This design comes from an exercise in tuning for small area and a short achievable clock period on the open sky130 flow, not from production work. The RTL of this run was laid out without a check of its function. Power is estimated from default activity; no workload was simulated.

[flow/design.v]
module bit_population_counter_top (
  input  logic         clk_i,
  input  logic         srst_i,
  input  logic [127:0] data_i,
  input  logic         data_val_i,
  output logic [6:0]   data_o,
  output logic         data_val_o
);
  wire s1 = data_i[0] ^ data_i[100] ^ data_i[101];
  wire c2 = (data_i[0] & data_i[100]) | (data_i[0] & data_i[101]) | (data_i[100] & data_i[101]);
  wire s3 = data_i[102] ^ data_i[103] ^ data_i[104];
  wire c4 = (data_i[102] & data_i[103]) | (data_i[102] & data_i[104]) | (data_i[103] & data_i[104]);
  wire s5 = data_i[105] ^ data_i[106] ^ data_i[107];
  wire c6 = (data_i[105] & data_i[106]) | (data_i[105] & data_i[107]) | (data_i[106] & data_i[107]);
  wire s7 = data_i[108] ^ data_i[109] ^ data_i[10];
  wire c8 = (data_i[108] & data_i[109]) | (data_i[108] & data_i[10]) | (data_i[109] & data_i[10]);
  wire s9 = data_i[110] ^ data_i[111] ^ data_i[112];
  wire c10 = (data_i[110] & data_i[111]) | (data_i[110] & data_i[112]) | (data_i[111] & data_i[112]);
  wire s11 = data_i[113] ^ data_i[114] ^ data_i[115];
  wire c12 = (data_i[113] & data_i[114]) | (data_i[113] & data_i[115]) | (data_i[114] & data_i[115]);
  wire s13 = data_i[116] ^ data_i[117] ^ data_i[118];
  wire c14 = (data_i[116] & data_i[117]) | (data_i[116] & data_i[118]) | (data_i[117] & data_i[118]);
  wire s15 = data_i[119] ^ data_i[11] ^ data_i[120];
  wire c16 = (data_i[119] & data_i[11]) | (data_i[119] & data_i[120]) | (data_i[11] & data_i[120]);
  wire s17 = data_i[121] ^ data_i[122] ^ data_i[123];
  wire c18 = (data_i[121] & data_i[122]) | (data_i[121] & data_i[123]) | (data_i[122] & data_i[123]);
  wire s19 = data_i[124] ^ data_i[125] ^ data_i[126];
  wire c20 = (data_i[124] & data_i[125]) | (data_i[124] & data_i[126]) | (data_i[125] & data_i[126]);
  wire s21 = data_i[127] ^ data_i[12] ^ data_i[13];
  wire c22 = (data_i[127] & data_i[12]) | (data_i[127] & data_i[13]) | (data_i[12] & data_i[13]);
  wire s23 = data_i[14] ^ data_i[15] ^ data_i[16];
  wire c24 = (data_i[14] & data_i[15]) | (data_i[14] & data_i[16]) | (data_i[15] & data_i[16]);
  wire s25 = data_i[17] ^ data_i[18] ^ data_i[19];
  wire c26 = (data_i[17] & data_i[18]) | (data_i[17] & data_i[19]) | (data_i[18] & data_i[19]);
  wire s27 = data_i[1] ^ data_i[20] ^ data_i[21];
  wire c28 = (data_i[1] & data_i[20]) | (data_i[1] & data_i[21]) | (data_i[20] & data_i[21]);
  wire s29 = data_i[22] ^ data_i[23] ^ data_i[24];
  wire c30 = (data_i[22] & data_i[23]) | (data_i[22] & data_i[24]) | (data_i[23] & data_i[24]);
  wire s31 = data_i[25] ^ data_i[26] ^ data_i[27];
  wire c32 = (data_i[25] & data_i[26]) | (data_i[25] & data_i[27]) | (data_i[26] & data_i[27]);
  wire s33 = data_i[28] ^ data_i[29] ^ data_i[2];
  wire c34 = (data_i[28] & data_i[29]) | (data_i[28] & data_i[2]) | (data_i[29] & data_i[2]);
  wire s35 = data_i[30] ^ data_i[31] ^ data_i[32];
  wire c36 = (data_i[30] & data_i[31]) | (data_i[30] & data_i[32]) | (data_i[31] & data_i[32]);
  wire s37 = data_i[33] ^ data_i[34] ^ data_i[35];
  wire c38 = (data_i[33] & data_i[34]) | (data_i[33] & data_i[35]) | (data_i[34] & data_i[35]);
  wire s39 = data_i[36] ^ data_i[37] ^ data_i[38];
  wire c40 = (data_i[36] & data_i[37]) | (data_i[36] & data_i[38]) | (data_i[37] & data_i[38]);
  wire s41 = data_i[39] ^ data_i[3] ^ data_i[40];
  wire c42 = (data_i[39] & data_i[3]) | (data_i[39] & data_i[40]) | (data_i[3] & data_i[40]);
  wire s43 = data_i[41] ^ data_i[42] ^ data_i[43];
  wire c44 = (data_i[41] & data_i[42]) | (data_i[41] & data_i[43]) | (data_i[42] & data_i[43]);
  wire s45 = data_i[44] ^ data_i[45] ^ data_i[46];
  wire c46 = (data_i[44] & data_i[45]) | (data_i[44] & data_i[46]) | (data_i[45] & data_i[46]);
  wire s47 = data_i[47] ^ data_i[48] ^ data_i[49];
  wire c48 = (data_i[47] & data_i[48]) | (data_i[47] & data_i[49]) | (data_i[48] & data_i[49]);
  wire s49 = data_i[4] ^ data_i[50] ^ data_i[51];
  wire c50 = (data_i[4] & data_i[50]) | (data_i[4] & data_i[51]) | (data_i[50] & data_i[51]);
  wire s51 = data_i[52] ^ data_i[53] ^ data_i[54];
  wire c52 = (data_i[52] & data_i[53]) | (data_i[52] & data_i[54]) | (data_i[53] & data_i[54]);
  wire s53 = data_i[55] ^ data_i[56] ^ data_i[57];
  wire c54 = (data_i[55] & data_i[56]) | (data_i[55] & data_i[57]) | (data_i[56] & data_i[57]);
  wire s55 = data_i[58] ^ data_i[59] ^ data_i[5];
  wire c56 = (data_i[58] & data_i[59]) | (data_i[58] & data_i[5]) | (data_i[59] & data_i[5]);
  wire s57 = data_i[60] ^ data_i[61] ^ data_i[62];
  wire c58 = (data_i[60] & data_i[61]) | (data_i[60] & data_i[62]) | (data_i[61] & data_i[62]);
  wire s59 = data_i[63] ^ data_i[64] ^ data_i[65];
  wire c60 = (data_i[63] & data_i[64]) | (data_i[63] & data_i[65]) | (data_i[64] & data_i[65]);
  wire s61 = data_i[66] ^ data_i[67] ^ data_i[68];
  wire c62 = (data_i[66] & data_i[67]) | (data_i[66] & data_i[68]) | (data_i[67] & data_i[68]);
  wire s63 = data_i[69] ^ data_i[6] ^ data_i[70];
  wire c64 = (data_i[69] & data_i[6]) | (data_i[69] & data_i[70]) | (data_i[6] & data_i[70]);
  wire s65 = data_i[71] ^ data_i[72] ^ data_i[73];
  wire c66 = (data_i[71] & data_i[72]) | (data_i[71] & data_i[73]) | (data_i[72] & data_i[73]);
  wire s67 = data_i[74] ^ data_i[75] ^ data_i[76];
  wire c68 = (data_i[74] & data_i[75]) | (data_i[74] & data_i[76]) | (data_i[75] & data_i[76]);
  wire s69 = data_i[77] ^ data_i[78] ^ data_i[79];
  wire c70 = (data_i[77] & data_i[78]) | (data_i[77] & data_i[79]) | (data_i[78] & data_i[79]);
  wire s71 = data_i[7] ^ data_i[80] ^ data_i[81];
  wire c72 = (data_i[7] & data_i[80]) | (data_i[7] & data_i[81]) | (data_i[80] & data_i[81]);
  wire s73 = data_i[82] ^ data_i[83] ^ data_i[84];
  wire c74 = (data_i[82] & data_i[83]) | (data_i[82] & data_i[84]) | (data_i[83] & data_i[84]);
  wire s75 = data_i[85] ^ data_i[86] ^ data_i[87];
  wire c76 = (data_i[85] & data_i[86]) | (data_i[85] & data_i[87]) | (data_i[86] & data_i[87]);
  wire s77 = data_i[88] ^ data_i[89] ^ data_i[8];
  wire c78 = (data_i[88] & data_i[89]) | (data_i[88] & data_i[8]) | (data_i[89] & data_i[8]);
  wire s79 = data_i[90] ^ data_i[91] ^ data_i[92];
  wire c80 = (data_i[90] & data_i[91]) | (data_i[90] & data_i[92]) | (data_i[91] & data_i[92]);
  wire s81 = data_i[93] ^ data_i[94] ^ data_i[95];
  wire c82 = (data_i[93] & data_i[94]) | (data_i[93] & data_i[95]) | (data_i[94] & data_i[95]);
  wire s83 = data_i[96] ^ data_i[97] ^ data_i[98];
  wire c84 = (data_i[96] & data_i[97]) | (data_i[96] & data_i[98]) | (data_i[97] & data_i[98]);
  wire s85 = data_i[99] ^ data_i[9] ^ s1;
  wire c86 = (data_i[99] & data_i[9]) | (data_i[99] & s1) | (data_i[9] & s1);
  wire s87 = s11 ^ s13 ^ s15;
  wire c88 = (s11 & s13) | (s11 & s15) | (s13 & s15);
  wire s89 = s17 ^ s19 ^ s21;
  wire c90 = (s17 & s19) | (s17 & s21) | (s19 & s21);
  wire s91 = s23 ^ s25 ^ s27;
  wire c92 = (s23 & s25) | (s23 & s27) | (s25 & s27);
  wire s93 = s29 ^ s3 ^ s31;
  wire c94 = (s29 & s3) | (s29 & s31) | (s3 & s31);
  wire s95 = s33 ^ s35 ^ s37;
  wire c96 = (s33 & s35) | (s33 & s37) | (s35 & s37);
  wire s97 = s39 ^ s41 ^ s43;
  wire c98 = (s39 & s41) | (s39 & s43) | (s41 & s43);
  wire s99 = s45 ^ s47 ^ s49;
  wire c100 = (s45 & s47) | (s45 & s49) | (s47 & s49);
  wire s101 = s5 ^ s51 ^ s53;
  wire c102 = (s5 & s51) | (s5 & s53) | (s51 & s53);
  wire s103 = s55 ^ s57 ^ s59;
  wire c104 = (s55 & s57) | (s55 & s59) | (s57 & s59);
  wire s105 = s61 ^ s63 ^ s65;
  wire c106 = (s61 & s63) | (s61 & s65) | (s63 & s65);
  wire s107 = s67 ^ s69 ^ s7;
  wire c108 = (s67 & s69) | (s67 & s7) | (s69 & s7);
  wire s109 = s71 ^ s73 ^ s75;
  wire c110 = (s71 & s73) | (s71 & s75) | (s73 & s75);
  wire s111 = s77 ^ s79 ^ s81;
  wire c112 = (s77 & s79) | (s77 & s81) | (s79 & s81);
  wire t115 = s83 ^ s9;
  wire s113 = t115 ^ s101;
  wire c114 = t115 ? s101 : s83;
  wire s116 = c10 ^ c12 ^ c14;
  wire c117 = (c10 & c12) | (c10 & c14) | (c12 & c14);
  wire s118 = c16 ^ c18 ^ c2;
  wire c119 = (c16 & c18) | (c16 & c2) | (c18 & c2);
  wire s120 = c20 ^ c22 ^ c24;
  wire c121 = (c20 & c22) | (c20 & c24) | (c22 & c24);
  wire s122 = c26 ^ c28 ^ c30;
  wire c123 = (c26 & c28) | (c26 & c30) | (c28 & c30);
  wire s124 = c32 ^ c34 ^ c36;
  wire c125 = (c32 & c34) | (c32 & c36) | (c34 & c36);
  wire s126 = c38 ^ c4 ^ c40;
  wire c127 = (c38 & c4) | (c38 & c40) | (c4 & c40);
  wire s128 = c42 ^ c44 ^ c46;
  wire c129 = (c42 & c44) | (c42 & c46) | (c44 & c46);
  wire s130 = c48 ^ c50 ^ c52;
  wire c131 = (c48 & c50) | (c48 & c52) | (c50 & c52);
  wire s132 = c54 ^ c56 ^ c58;
  wire c133 = (c54 & c56) | (c54 & c58) | (c56 & c58);
  wire s134 = c6 ^ c60 ^ c62;
  wire c135 = (c6 & c60) | (c6 & c62) | (c60 & c62);
  wire s136 = c64 ^ c66 ^ c68;
  wire c137 = (c64 & c66) | (c64 & c68) | (c66 & c68);
  wire s138 = c70 ^ c72 ^ c74;
  wire c139 = (c70 & c72) | (c70 & c74) | (c72 & c74);
  wire s140 = c76 ^ c78 ^ c8;
  wire c141 = (c76 & c78) | (c76 & c8) | (c78 & c8);
  wire s142 = c80 ^ c82 ^ c84;
  wire c143 = (c80 & c82) | (c80 & c84) | (c82 & c84);
  wire t146 = c100 ^ c102;
  wire s144 = t146 ^ c104;
  wire c145 = t146 ? c104 : c100;
  wire t149 = c106 ^ c108;
  wire s147 = t149 ^ c110;
  wire c148 = t149 ? c110 : c106;
  wire t152 = c112 ^ c86;
  wire s150 = t152 ^ c88;
  wire c151 = t152 ? c88 : c112;
  wire t155 = c90 ^ c92;
  wire s153 = t155 ^ c94;
  wire c154 = t155 ? c94 : c90;
  wire t158 = c96 ^ c98;
  wire s156 = t158 ^ s116;
  wire c157 = t158 ? s116 : c96;
  wire t161 = s118 ^ s120;
  wire s159 = t161 ^ s122;
  wire c160 = t161 ? s122 : s118;
  wire t164 = s124 ^ s126;
  wire s162 = t164 ^ s128;
  wire c163 = t164 ? s128 : s124;
  wire t167 = s130 ^ s132;
  wire s165 = t167 ^ s134;
  wire c166 = t167 ? s134 : s130;
  wire t170 = s136 ^ s138;
  wire s168 = t170 ^ s140;
  wire c169 = t170 ? s140 : s136;
  wire t173 = c117 ^ c119;
  wire s171 = t173 ^ c121;
  wire c172 = t173 ? c121 : c117;
  wire t176 = c123 ^ c125;
  wire s174 = t176 ^ c127;
  wire c175 = t176 ? c127 : c123;
  wire t179 = c129 ^ c131;
  wire s177 = t179 ^ c133;
  wire c178 = t179 ? c133 : c129;
  wire t182 = c135 ^ c137;
  wire s180 = t182 ^ c139;
  wire c181 = t182 ? c139 : c135;
  logic [43:0] p0;
  wire s183 = p0[0] ^ p0[10] ^ p0[11];
  wire c184 = (p0[0] & p0[10]) | (p0[0] & p0[11]) | (p0[10] & p0[11]);
  wire s185 = p0[12] ^ p0[13] ^ p0[1];
  wire c186 = (p0[12] & p0[13]) | (p0[12] & p0[1]) | (p0[13] & p0[1]);
  wire s187 = p0[2] ^ p0[3] ^ p0[4];
  wire c188 = (p0[2] & p0[3]) | (p0[2] & p0[4]) | (p0[3] & p0[4]);
  wire s189 = p0[5] ^ p0[6] ^ p0[7];
  wire c190 = (p0[5] & p0[6]) | (p0[5] & p0[7]) | (p0[6] & p0[7]);
  wire s191 = p0[8] ^ p0[9] ^ s183;
  wire c192 = (p0[8] & p0[9]) | (p0[8] & s183) | (p0[9] & s183);
  wire s193 = s185 ^ s187 ^ s189;
  wire c194 = (s185 & s187) | (s185 & s189) | (s187 & s189);
  wire s195 = p0[14] ^ p0[15] ^ p0[16];
  wire c196 = (p0[14] & p0[15]) | (p0[14] & p0[16]) | (p0[15] & p0[16]);
  wire s197 = p0[17] ^ p0[18] ^ p0[19];
  wire c198 = (p0[17] & p0[18]) | (p0[17] & p0[19]) | (p0[18] & p0[19]);
  wire s199 = p0[20] ^ p0[21] ^ p0[22];
  wire c200 = (p0[20] & p0[21]) | (p0[20] & p0[22]) | (p0[21] & p0[22]);
  wire s201 = p0[23] ^ p0[24] ^ c184;
  wire c202 = (p0[23] & p0[24]) | (p0[23] & c184) | (p0[24] & c184);
  wire s203 = c186 ^ c188 ^ c190;
  wire c204 = (c186 & c188) | (c186 & c190) | (c188 & c190);
  wire s205 = s195 ^ s197 ^ s199;
  wire c206 = (s195 & s197) | (s195 & s199) | (s197 & s199);
  wire t209 = c192 ^ c194;
  wire s207 = t209 ^ s201;
  wire c208 = t209 ? s201 : c192;
  wire s210 = p0[25] ^ p0[26] ^ p0[27];
  wire c211 = (p0[25] & p0[26]) | (p0[25] & p0[27]) | (p0[26] & p0[27]);
  wire s212 = p0[28] ^ p0[29] ^ p0[30];
  wire c213 = (p0[28] & p0[29]) | (p0[28] & p0[30]) | (p0[29] & p0[30]);
  wire s214 = p0[31] ^ p0[32] ^ p0[33];
  wire c215 = (p0[31] & p0[32]) | (p0[31] & p0[33]) | (p0[32] & p0[33]);
  wire s216 = p0[34] ^ p0[35] ^ p0[36];
  wire c217 = (p0[34] & p0[35]) | (p0[34] & p0[36]) | (p0[35] & p0[36]);
  wire s218 = p0[37] ^ p0[38] ^ p0[39];
  wire c219 = (p0[37] & p0[38]) | (p0[37] & p0[39]) | (p0[38] & p0[39]);
  wire s220 = c196 ^ c198 ^ c200;
  wire c221 = (c196 & c198) | (c196 & c200) | (c198 & c200);
  wire s222 = s210 ^ s212 ^ s214;
  wire c223 = (s210 & s212) | (s210 & s214) | (s212 & s214);
  wire t226 = s216 ^ s218;
  wire s224 = t226 ^ c202;
  wire c225 = t226 ? c202 : s216;
  wire t229 = c204 ^ c206;
  wire s227 = t229 ^ s220;
  wire c228 = t229 ? s220 : c204;
  wire s230 = p0[40] ^ p0[41] ^ p0[42];
  wire c231 = (p0[40] & p0[41]) | (p0[40] & p0[42]) | (p0[41] & p0[42]);
  wire s232 = p0[43] ^ c211 ^ c213;
  wire c233 = (p0[43] & c211) | (p0[43] & c213) | (c211 & c213);
  wire s234 = c215 ^ c217 ^ c219;
  wire c235 = (c215 & c217) | (c215 & c219) | (c217 & c219);
  wire t238 = s230 ^ c221;
  wire s236 = t238 ^ c223;
  wire c237 = t238 ? c223 : s230;
  wire t241 = s232 ^ s234;
  wire s239 = t241 ^ c225;
  wire c240 = t241 ? c225 : s232;
  wire t244 = c231 ^ c233;
  wire s242 = t244 ^ c235;
  wire c243 = t244 ? c235 : c231;
  logic [15:0] p1;
  wire s245 = p1[2] ^ p1[3] ^ p1[4];
  wire c246 = (p1[2] & p1[3]) | (p1[2] & p1[4]) | (p1[3] & p1[4]);
  wire s247 = p1[5] ^ p1[6] ^ p1[7];
  wire c248 = (p1[5] & p1[6]) | (p1[5] & p1[7]) | (p1[6] & p1[7]);
  wire s249 = p1[8] ^ c246 ^ s247;
  wire c250 = (p1[8] & c246) | (p1[8] & s247) | (c246 & s247);
  wire s251 = p1[10] ^ p1[11] ^ p1[9];
  wire c252 = (p1[10] & p1[11]) | (p1[10] & p1[9]) | (p1[11] & p1[9]);
  wire t255 = c248 ^ s251;
  wire s253 = t255 ^ c250;
  wire c254 = t255 ? c250 : c248;
  wire s256 = p1[12] ^ p1[13] ^ p1[14];
  wire c257 = (p1[12] & p1[13]) | (p1[12] & p1[14]) | (p1[13] & p1[14]);
  wire t260 = c252 ^ s256;
  wire s258 = t260 ^ c254;
  wire c259 = t260 ? c254 : c252;
  logic [8:0] p2;
  wire s261 = p2[6] ^ p2[7] ^ p2[8];
  wire c262 = (p2[6] & p2[7]) | (p2[6] & p2[8]) | (p2[7] & p2[8]);
  wire s263 = p2[0] ^ p2[1];
  wire c264 = p2[0] & p2[1];
  wire o265 = p2[2] ^ c264;
  wire g266 = (p2[2] & c264);
  wire o267 = p2[3] ^ g266;
  wire q268 = p2[3] & p2[2];
  wire g269 = (q268 & c264);
  wire o270 = p2[4] ^ g269;
  wire q271 = p2[4] & p2[3];
  wire g272 = (q271 & g266);
  wire o273 = p2[5] ^ g272;
  wire q274 = p2[5] & p2[4];
  wire q275 = q274 & p2[3];
  wire g276 = (q275 & g266);
  wire o277 = s261 ^ g276;
  wire q278 = s261 & p2[5];
  wire q279 = q278 & p2[4];
  wire g280 = (q279 & g269);
  wire o281 = c262 ^ g280;
  always_ff @( posedge clk_i )
    begin
      p0[0] <= s103;
      p0[1] <= s105;
      p0[2] <= s107;
      p0[3] <= s109;
      p0[4] <= s111;
      p0[5] <= s85;
      p0[6] <= s87;
      p0[7] <= s89;
      p0[8] <= s91;
      p0[9] <= s93;
      p0[10] <= s95;
      p0[11] <= s97;
      p0[12] <= s99;
      p0[13] <= s113;
      p0[14] <= s142;
      p0[15] <= c114;
      p0[16] <= s144;
      p0[17] <= s147;
      p0[18] <= s150;
      p0[19] <= s153;
      p0[20] <= s156;
      p0[21] <= s159;
      p0[22] <= s162;
      p0[23] <= s165;
      p0[24] <= s168;
      p0[25] <= c141;
      p0[26] <= c143;
      p0[27] <= s171;
      p0[28] <= s174;
      p0[29] <= s177;
      p0[30] <= s180;
      p0[31] <= c145;
      p0[32] <= c148;
      p0[33] <= c151;
      p0[34] <= c154;
      p0[35] <= c157;
      p0[36] <= c160;
      p0[37] <= c163;
      p0[38] <= c166;
      p0[39] <= c169;
      p0[40] <= c172;
      p0[41] <= c175;
      p0[42] <= c178;
      p0[43] <= c181;
      p1[0] <= s191;
      p1[1] <= s193;
      p1[2] <= s203;
      p1[3] <= s205;
      p1[4] <= s207;
      p1[5] <= s222;
      p1[6] <= s224;
      p1[7] <= c208;
      p1[8] <= s227;
      p1[9] <= s236;
      p1[10] <= c228;
      p1[11] <= s239;
      p1[12] <= c237;
      p1[13] <= s242;
      p1[14] <= c240;
      p1[15] <= c243;
      p2[0] <= p1[0];
      p2[1] <= p1[1];
      p2[2] <= s245;
      p2[3] <= s249;
      p2[4] <= s253;
      p2[5] <= s258;
      p2[6] <= p1[15];
      p2[7] <= c257;
      p2[8] <= c259;
    end
  wire [6:0] count = {o281, o277, o273, o270, o267, o265, s263};
  logic [3:0] val;
  always_ff @( posedge clk_i )
    begin
      if ( srst_i )
        val <= '0;
      else
        val <= { val[2:0], data_val_i };
    end
  assign data_val_o = val[3];
  always_ff @( posedge clk_i )
    data_o <= count;
endmodule
[flow/flow/run.sh]
#!/bin/bash
# The standard layout (standard.sh) with three changes to its settings:
#  - Yosys's synth runs without its early "abc -fast" pass (SYNTH_ARGS=-noabc),
#    so extract_fa keeps the RTL's full adders in their true polarity instead
#    of adding inverters around them; the registers are the same;
#  - ports are buffered with plain buf_1 cells instead of delay buffers;
#  - CTS inserts no dummy loads and uses small clock buffers.
# make's output (every step's log is also kept under orfs/logs) goes to flow.log.
set -euo pipefail
cat >> config.mk <<'CFG'
export SYNTH_ARGS = -noabc
export BUFFER_PORTS_ARGS = -buffer_cell sky130_fd_sc_hd__buf_1
export CTS_ARGS = -sink_clustering_enable -repair_clock_nets -dont_use_dummy_load -buf_list {sky130_fd_sc_hd__clkbuf_4 sky130_fd_sc_hd__clkbuf_8}
CFG
bash standard.sh finish > flow.log 2>&1
[flow/standard.sh]
#!/bin/bash
# synth_recipe.tcl (not shown) runs the flow's synth.tcl, then flattens the netlist and writes it again
# the make line also repeats each setting of config.mk as NAME=value (left out here)
make -C /OpenROAD-flow-scripts/flow DESIGN_CONFIG=/design/flow/config.mk WORK_HOME=/design/flow/orfs CLKGATE_MAP_FILE= SYNTH_SCRIPT=/design/flow/synth_recipe.tcl "${@:-finish}"
[flow/config.mk]
export PLATFORM = sky130hd
export DESIGN_NAME = bit_population_counter_top
export DESIGN_NICKNAME = bit_population_counter_top
export VERILOG_FILES = /design/flow/design.v
export SDC_FILE = /design/flow/constraint.sdc
export NUM_CORES = 4
export LEC_CHECK = 0
export CAP_MARGIN = 20
export CORE_MARGIN = 2
export CORE_UTILIZATION = 40
export SLEW_MARGIN = 20
export SYNTH_ARGS = -noabc
export BUFFER_PORTS_ARGS = -buffer_cell sky130_fd_sc_hd__buf_1
export CTS_ARGS = -sink_clustering_enable -repair_clock_nets -dont_use_dummy_load -buf_list {sky130_fd_sc_hd__clkbuf_4 sky130_fd_sc_hd__clkbuf_8}
[flow/constraint.sdc]
create_clock -name core_clock -period 2.6 [get_ports {clk_i}]
set_input_delay 0.5200 -clock core_clock [delete_from_list [all_inputs] [get_ports {clk_i}]]
set_output_delay 0.5200 -clock core_clock [all_outputs]
set_load 0.01 [all_outputs]
==> impl_metrics.yaml <==
setup_path:
  cp_num_cells: 4
  timing.critical_path.buf_inv: 0
  worst_endpoint_required_time_ns: 2.81
  cpLargestDelayFamily: "adder cells"
  timing_worst_setup_path_type: "reg -> reg"
  cp_max_fanout: 2
  r2r_cells: 4
  critPathMaxStageDelay_ns: 0.47
  crit_start: "p0[0]"
  timing.critical_path.slowest_stage_cell: "sky130_fd_sc_hd__fa_1"
  critical_path.endpoint_type: "flop"
  worstPathArrival_ns: 2.23
  start_kind: "flop"
  path_cells: "fa_1 > fa_1 > maj3_2 > maj3_2"
  timing.rr.start: "p0[0]"
  ff2ff_setup_slack_ns: 0.58
  reg2reg_to: "p1[14]"
timing:
  tightest_slew_margin_relative_to_the_limit_pct: 84.0
  drv_slew: 0
  layout_min_cycle_time_ns: 2.02
  max_slew.worst_pin.slew_ns: 0.238
  finalHoldViolations: 0
  setup_viol: 0
  worst_clock_skew_ns: 0.0199
  setup-tns-final_ns: 0
  finalCritPeriodShare_pct: 77.6
  max_clock_freq_ghz: 0.496
  rsz0062_at_grt: "no"
yosys:
  synth_warnings: 1
  netlist.area_leader.share_pct: 45.7
  ys_types: 11
  share_of_synthesized_cell_area_in_full_adder_half_adder_and_majority_cells_pct: 51.5
  sequential_to_total_area_share_from_yosys_stat_pct: 37.3
  synth_cells: 260
  synth_simple_gate_area_share_pct: 1.17
  synth_xor_area_share_pct: 10.0
  synth_compound_area_share_pct: 0
  mappedNetlistArea_sq_um: 4290
  ys_ff_latch: 80
  post-synth-top-area-cell: "sky130_fd_sc_hd__fa_1"
  ranking_of_synthesized_cells_by_area: "sky130_fd_sc_hd__fa_1 46%, sky130_fd_sc_hd__dfxtp_1 37%, sky130_fd_sc_hd__xnor2_1 9.6%"
  yosys-mux-area-fraction_pct: 0
  main_combinational_cell_family_by_area_after_synthesis: "adder cells"
  postSynthAreaPerCell_sq_um: 16.5
  syn_nets: 491
placed_design:
  finalWeightedCongestion: 0.765
  place.port_buffers: 138
  dpl.hpwl_mm: 6.83
die:
  die_width_microns: 108
  floorplan.die_area_sq_um: 11600
  io_pins: 139
  floorplan.die.height_microns: 108
  core.rowCount: 37
  core-area_sq_um: 10400
  initial_core_util_pct: 41.4
finish:
  most_common_library_cell_in_the_layout_ignoring_fill_and_taps: "sky130_fd_sc_hd__buf_1"
  layout_filler_cell_count: 938
  flow.area_growth_from_synthesis_pct: 18.9
  drive_above_1_share_pct: 3.19
  layout.cells.most_common_list: "138 x sky130_fd_sc_hd__buf_1, 98 x sky130_fd_sc_hd__fa_1, 80 x sky130_fd_sc_hd__dfxtp_1, 47 x sky130_fd_sc_hd__xnor2_1, 18 x sky130_fd_sc_hd__maj3_1"
  antenna_cells: 0
  final_layout_net_count: 640
clock_tree:
  numClockSinks: 80
  cts_max_path_buffers: 2
  clock_tree.root_cell: "sky130_fd_sc_hd__clkbuf_8"
  cts_resized: 0
  numCtsBuffers: 9
  clk_latency_ns: 0.35
  cts_tree: "built"
  clkTransAtPathRegs_ns: 0.07
  cts_post_setup_buffers_inserted: 0
  cts.hold.buffers_added: 0
  htree_num_levels: 3
global_route:
  grt_pass1_vias: 2793
  grt_remaining_overflow: 0
  globalRouteTotalUtil_pct: 14.5
  wire_length_of_the_first_global_routing_pass_mm: 12.6
  antenna_found_initial: 0
  maximum_number_of_pins_on_one_net_before_global_route_repair: 14
pwr:
  power_density_nw_per_um2: 1160
  power.static_leakage_nw: 1.81
  post-layout-total-power_mw: 5.93
  power.ir.vdd_worst_mv: 0.489
run:
  cap_viol_max_count: 0
drt:
  met3_wirelength_microns: 379
  ant_nets: 0
  drt-initial-drc-count: 41
  routed_wl_mm: 7.39
  dr_total_vias: 2382
  detailed_routed_wire_length_on_met2_mm: 4.27
  avgRoutedWirePerCell_microns: 13.6
  top_layer: "met4"
  detailedRoute.firstPassIterationCount: 4
  drc_errors: 0
  via_per_inst: 4.39
  drt-met1-wl_mm: 2.66
min_path:
  min_path_cells: 0
  hold_path_startpoint: "p1[1]"
  min_delay_worst_endpoint: "p2[1]"
  worstHoldPathType: "reg -> reg"
status:
  outcome: "finished clean"
## synthesized netlist by cell type (all sizes together)
library cell,instances
nand4,1
fa,98
nor2,1
ha,2
xor2,2
nor2b,4
nand3,3
maj3,22
dfxtp,80
xnor2,47
## stage by stage
stage | instances | hold slack, ns | cell area, sq um | util [%] | worst slack (ns)
floorplan | 260 | 0.310 | 4290 | - | 0.625
global placement | 534 | 0.314 | 4980 | 48.0 | 0.406
detailed placement | 534 | 0.316 | 4980 | 48.0 | 0.405
CTS | 543 | 0.337 | 5100 | 49.2 | 0.556
global route | 543 | 0.350 | 5100 | 49.2 | 0.535
finish | 543 | 0.331 | 5100 | 49.2 | 0.583
## power breakdown
part / switching (mW) / internal (mW) / total [mW]
Combinational: 1.40 / 1.70 / 3.10
Sequential: 0.293 / 1.87 / 2.17
Clock: 0.358 / 0.309 / 0.667
Total: 2.05 / 3.88 / 5.93
## cell type report
type	count	area, sq um	share of cell area (%)
clock buffers	9	124	2.43
repair buffers	138	518	10.1
well taps	136	170	3.33
flip-flops and latches	80	1600	31.4
multi-input cells	180	2690	52.7
## metal layers
metal  GRT usage, %  up-vias
met3           4.54        9
met2           27.0       70
met1           15.8     1194
li1               -     1109
met5              0        -
met4           3.85        0
## sequential cells by signal, indices dropped and copies added, names as in the netlist
signal	flops
data_o	7
p0	44
p1	16
p2	9
val	4
## cells by family after synthesis
group,after synthesis
adders and majority gates,122
and+or+nand+nor,9
DFF,80
xor gates and xnor gates,49
## worst max-delay path by stage
stage / endpoint / slack [ns]
after floorplan: p0[15] / 0.62
after global routing: p1[14] / 0.53
after detailed placement: p0[20] / 0.41
after global placement: p0[20] / 0.41
after CTS: p1[14] / 0.56
final: p1[14] / 0.58

[static timing again, ports no longer ideal]
In the flow no input, the clock included, has a driving cell. The finished layout below was timed again as built, in two steps.
Step 1 (the two cells are an assumption about what drives the block):
set clk [get_ports {clk_i}]
set_driving_cell -lib_cell sky130_fd_sc_hd__clkbuf_16 $clk
set_driving_cell -lib_cell sky130_fd_sc_hd__buf_2 [delete_from_list [all_inputs] $clk]
Step 2 adds t to the input delays and takes it off the output delays; t is the mean of the earliest and latest rising clock arrival at the registers after step 1. Input paths then give back, and output paths get back, about the clock's delay inside the block.
Three values: ideal ports, drivers, drivers and shift; two values: the first two.
t, ns: 0.366
setup WS [ns]: 0.583 / 0.583 / 0.376
worst register clock-pin slew, ns: 0.08 / 0.08
worst data-port slew with drivers (ns): 0.04
After both steps setup and hold are still met in this run. The setup slack of this run moves by 0.000 ns with the drivers and by -0.207 ns with both steps.
